Background: an optimization exercise with open tools, aiming at small area. Do not read the settings as production practice.
Function was checked by simulation only, so behaviour that the tests miss may differ from the original.
No activity file was given, so power comes from the tool's default toggle rates.

==> flow/design.v <==
`default_nettype none
module timer (
    input wire clk,
    input wire reset_n,
    input wire cs,
    input wire we,
    input  wire [ 7 : 0] address,
    input  wire [31 : 0] write_data,
    output wire [31 : 0] read_data,
    output wire          ready
);
  localparam ADDR_CTRL = 8'h08;
  localparam ADDR_STATUS = 8'h09;
  localparam ADDR_PRESCALER = 8'h0a;
  localparam ADDR_TIMER = 8'h0b;
  reg  [31 : 0] prescaler_reg;
  reg           prescaler_valid;
  reg  [31 : 0] timer_reg;
  reg           timer_valid;
  reg  [31 : 0] prescaler_ctr;
  reg           prescaler_ctr_valid;
  reg  [31 : 0] timer_ctr;
  reg           timer_ctr_valid;
  reg           running_reg;
  reg           pending_reg;
  wire          wr = cs & we;
  wire          rd = cs & ~we;
  wire          wr_ctrl = wr & (address == ADDR_CTRL);
  wire          wr_prescaler = wr & (address == ADDR_PRESCALER) & ~running_reg;
  wire          wr_timer = wr & (address == ADDR_TIMER) & ~running_reg;
  wire          start = pending_reg & ~running_reg;
  wire          stop = pending_reg & running_reg;
  wire          tick = ~prescaler_ctr_valid | (prescaler_ctr[31 : 1] == 31'h0);
  wire          last = ~timer_ctr_valid | (timer_ctr[31 : 1] == 31'h0);
  wire          cont = running_reg & ~stop & ~(tick & last);
  wire          running_new = running_reg ? cont : start;
  wire [31 : 0] timer_new = wr_timer ? write_data : timer_reg;
  reg  [31 : 0] timer_flip;
  integer i;
  always @* begin
    timer_flip[0] = running_reg & tick;
    for (i = 1; i < 32; i = i + 1) timer_flip[i] = timer_flip[i-1] & ~timer_ctr[i-1];
  end
  always @(posedge clk) begin
    if (wr_prescaler) prescaler_reg <= write_data;
    timer_reg <= timer_new;
    if (!running_reg || tick) begin
      prescaler_ctr       <= prescaler_reg;
      prescaler_ctr_valid <= prescaler_valid;
    end
    else prescaler_ctr <= prescaler_ctr - 1'h1;
    if (!running_new) timer_ctr <= timer_new;
    else timer_ctr <= timer_ctr - {31'h0, running_reg & tick};
    if (!reset_n) begin
      prescaler_valid <= 1'h0;
      timer_valid     <= 1'h0;
      timer_ctr_valid <= 1'h0;
      running_reg     <= 1'h0;
      pending_reg     <= 1'h0;
    end
    else begin
      prescaler_valid <= prescaler_valid | wr_prescaler;
      timer_valid     <= timer_valid | wr_timer;
      if (!running_new) timer_ctr_valid <= timer_valid | wr_timer;
      running_reg     <= running_new;
      pending_reg     <= wr_ctrl & (running_new ? write_data[1] : write_data[0]);
    end
  end
  wire sel_status = rd & (address == ADDR_STATUS);
  wire sel_prescaler = rd & (address == ADDR_PRESCALER) & prescaler_valid;
  wire sel_timer = rd & (address == ADDR_TIMER) & timer_ctr_valid;
  assign read_data = ({32{sel_prescaler}} & prescaler_reg) |
                     ({32{sel_timer}} & timer_ctr) |
                     {31'h0, sel_status & running_reg};
  assign ready = cs;
endmodule   
clock: 5.0 ns
lec_check: 0
cap_margin: 20
core_margin: 2
core_utilization: 40
slew_margin: 20
standard.sh (not shown) runs the stock make flow with config.mk's settings and CLKGATE_MAP_FILE= SYNTH_SCRIPT=/design/flow/synth_recipe.tcl, a recipe that flattens the netlist after the stock synthesis.
==> flow/flow/run.sh <==
#!/bin/bash
# Standard ORFS layout with smaller port buffers and a lighter clock tree.
set -euo pipefail
HERE=$(pwd)
export BUFFER_PORTS_ARGS="-buffer_cell sky130_fd_sc_hd__buf_1"
export CTS_ARGS="-sink_clustering_enable -repair_clock_nets -buf_list sky130_fd_sc_hd__clkbuf_8 -root_buf sky130_fd_sc_hd__clkbuf_8 -dont_use_dummy_load -sink_clustering_size 40"
if [[ -f flow/post_resize.tcl ]]; then export POST_RESIZE_TCL=$HERE/flow/post_resize.tcl; fi
bash standard.sh > standard.log 2>&1
==> flow/flow/post_resize.tcl <==
# Downsize cells off the critical paths to recover area.
repair_timing -recover_power 100 -setup_margin 0.3
The baseline passed the timing, DRC and antenna checks.
Edit:
--- a/flow/design.v
+++ b/flow/design.v
@@ -34,14 +34,8 @@
   wire          last = ~timer_ctr_valid | (timer_ctr[31 : 1] == 31'h0);
   wire          cont = running_reg & ~stop & ~(tick & last);
   wire          running_new = running_reg ? cont : start;
   wire [31 : 0] timer_new = wr_timer ? write_data : timer_reg;
-  reg  [31 : 0] timer_flip;
-  integer i;
-  always @* begin
-    timer_flip[0] = running_reg & tick;
-    for (i = 1; i < 32; i = i + 1) timer_flip[i] = timer_flip[i-1] & ~timer_ctr[i-1];
-  end
   always @(posedge clk) begin
     if (wr_prescaler) prescaler_reg <= write_data;
     timer_reg <= timer_new;
     if (!running_reg || tick) begin
@@ -49,9 +43,9 @@
       prescaler_ctr_valid <= prescaler_valid;
     end
     else prescaler_ctr <= prescaler_ctr - 1'h1;
     if (!running_new) timer_ctr <= timer_new;
-    else timer_ctr <= timer_ctr - {31'h0, running_reg & tick};
+    else if (running_reg && tick) timer_ctr <= timer_ctr - 1'h1;
     if (!reset_n) begin
       prescaler_valid <= 1'h0;
       timer_valid     <= 1'h0;
       timer_ctr_valid <= 1'h0;
Die area rises by a little under a tenth.
Setup slack is better by 390 ps.
Sequential share of layout area rose by 1.8 points.
Non-clock buffer count went up by 2.
Cell area increases by a few percent.
Wire length came out higher by roughly a tenth.
Via count goes up by a few percent.
Synthesized area rose by a little under a tenth.
Global-route usage stays flat.
Combinational power climbs by well over a third.
Cell count went up by a few percent.
Count of clock-buffer cells in the layout is unchanged.
Utilization fell by 0.75 points.

-- what the ideal ports hide --
No port has a modelled driver above. Below, the same layouts with a new extraction and two added sets of constraints. Step 1, drivers: a clkbuf_16 drives clk and a buf_2 each remaining input, both assumed. Step 2 also shifts input and output timing later by t, the mid clock arrival at the registers, as if the neighbouring blocks saw the same clock. Three values: ideal, step 1, step 2; two values: the first two.
run	t, ns	setup WS [ns]	worst slew at a driven data input, ns	cell pins on the clock port's net
the first run	0.476	0.519 / 0.519 / 0.519	0.04	1
the second run	0.472	0.914 / 0.887 / 0.887	0.04	1
After both steps setup and hold are still met in every run listed. For the second run, which loses most, drivers alone change the setup slack by -0.027 ns; drivers and shift together by -0.027 ns.
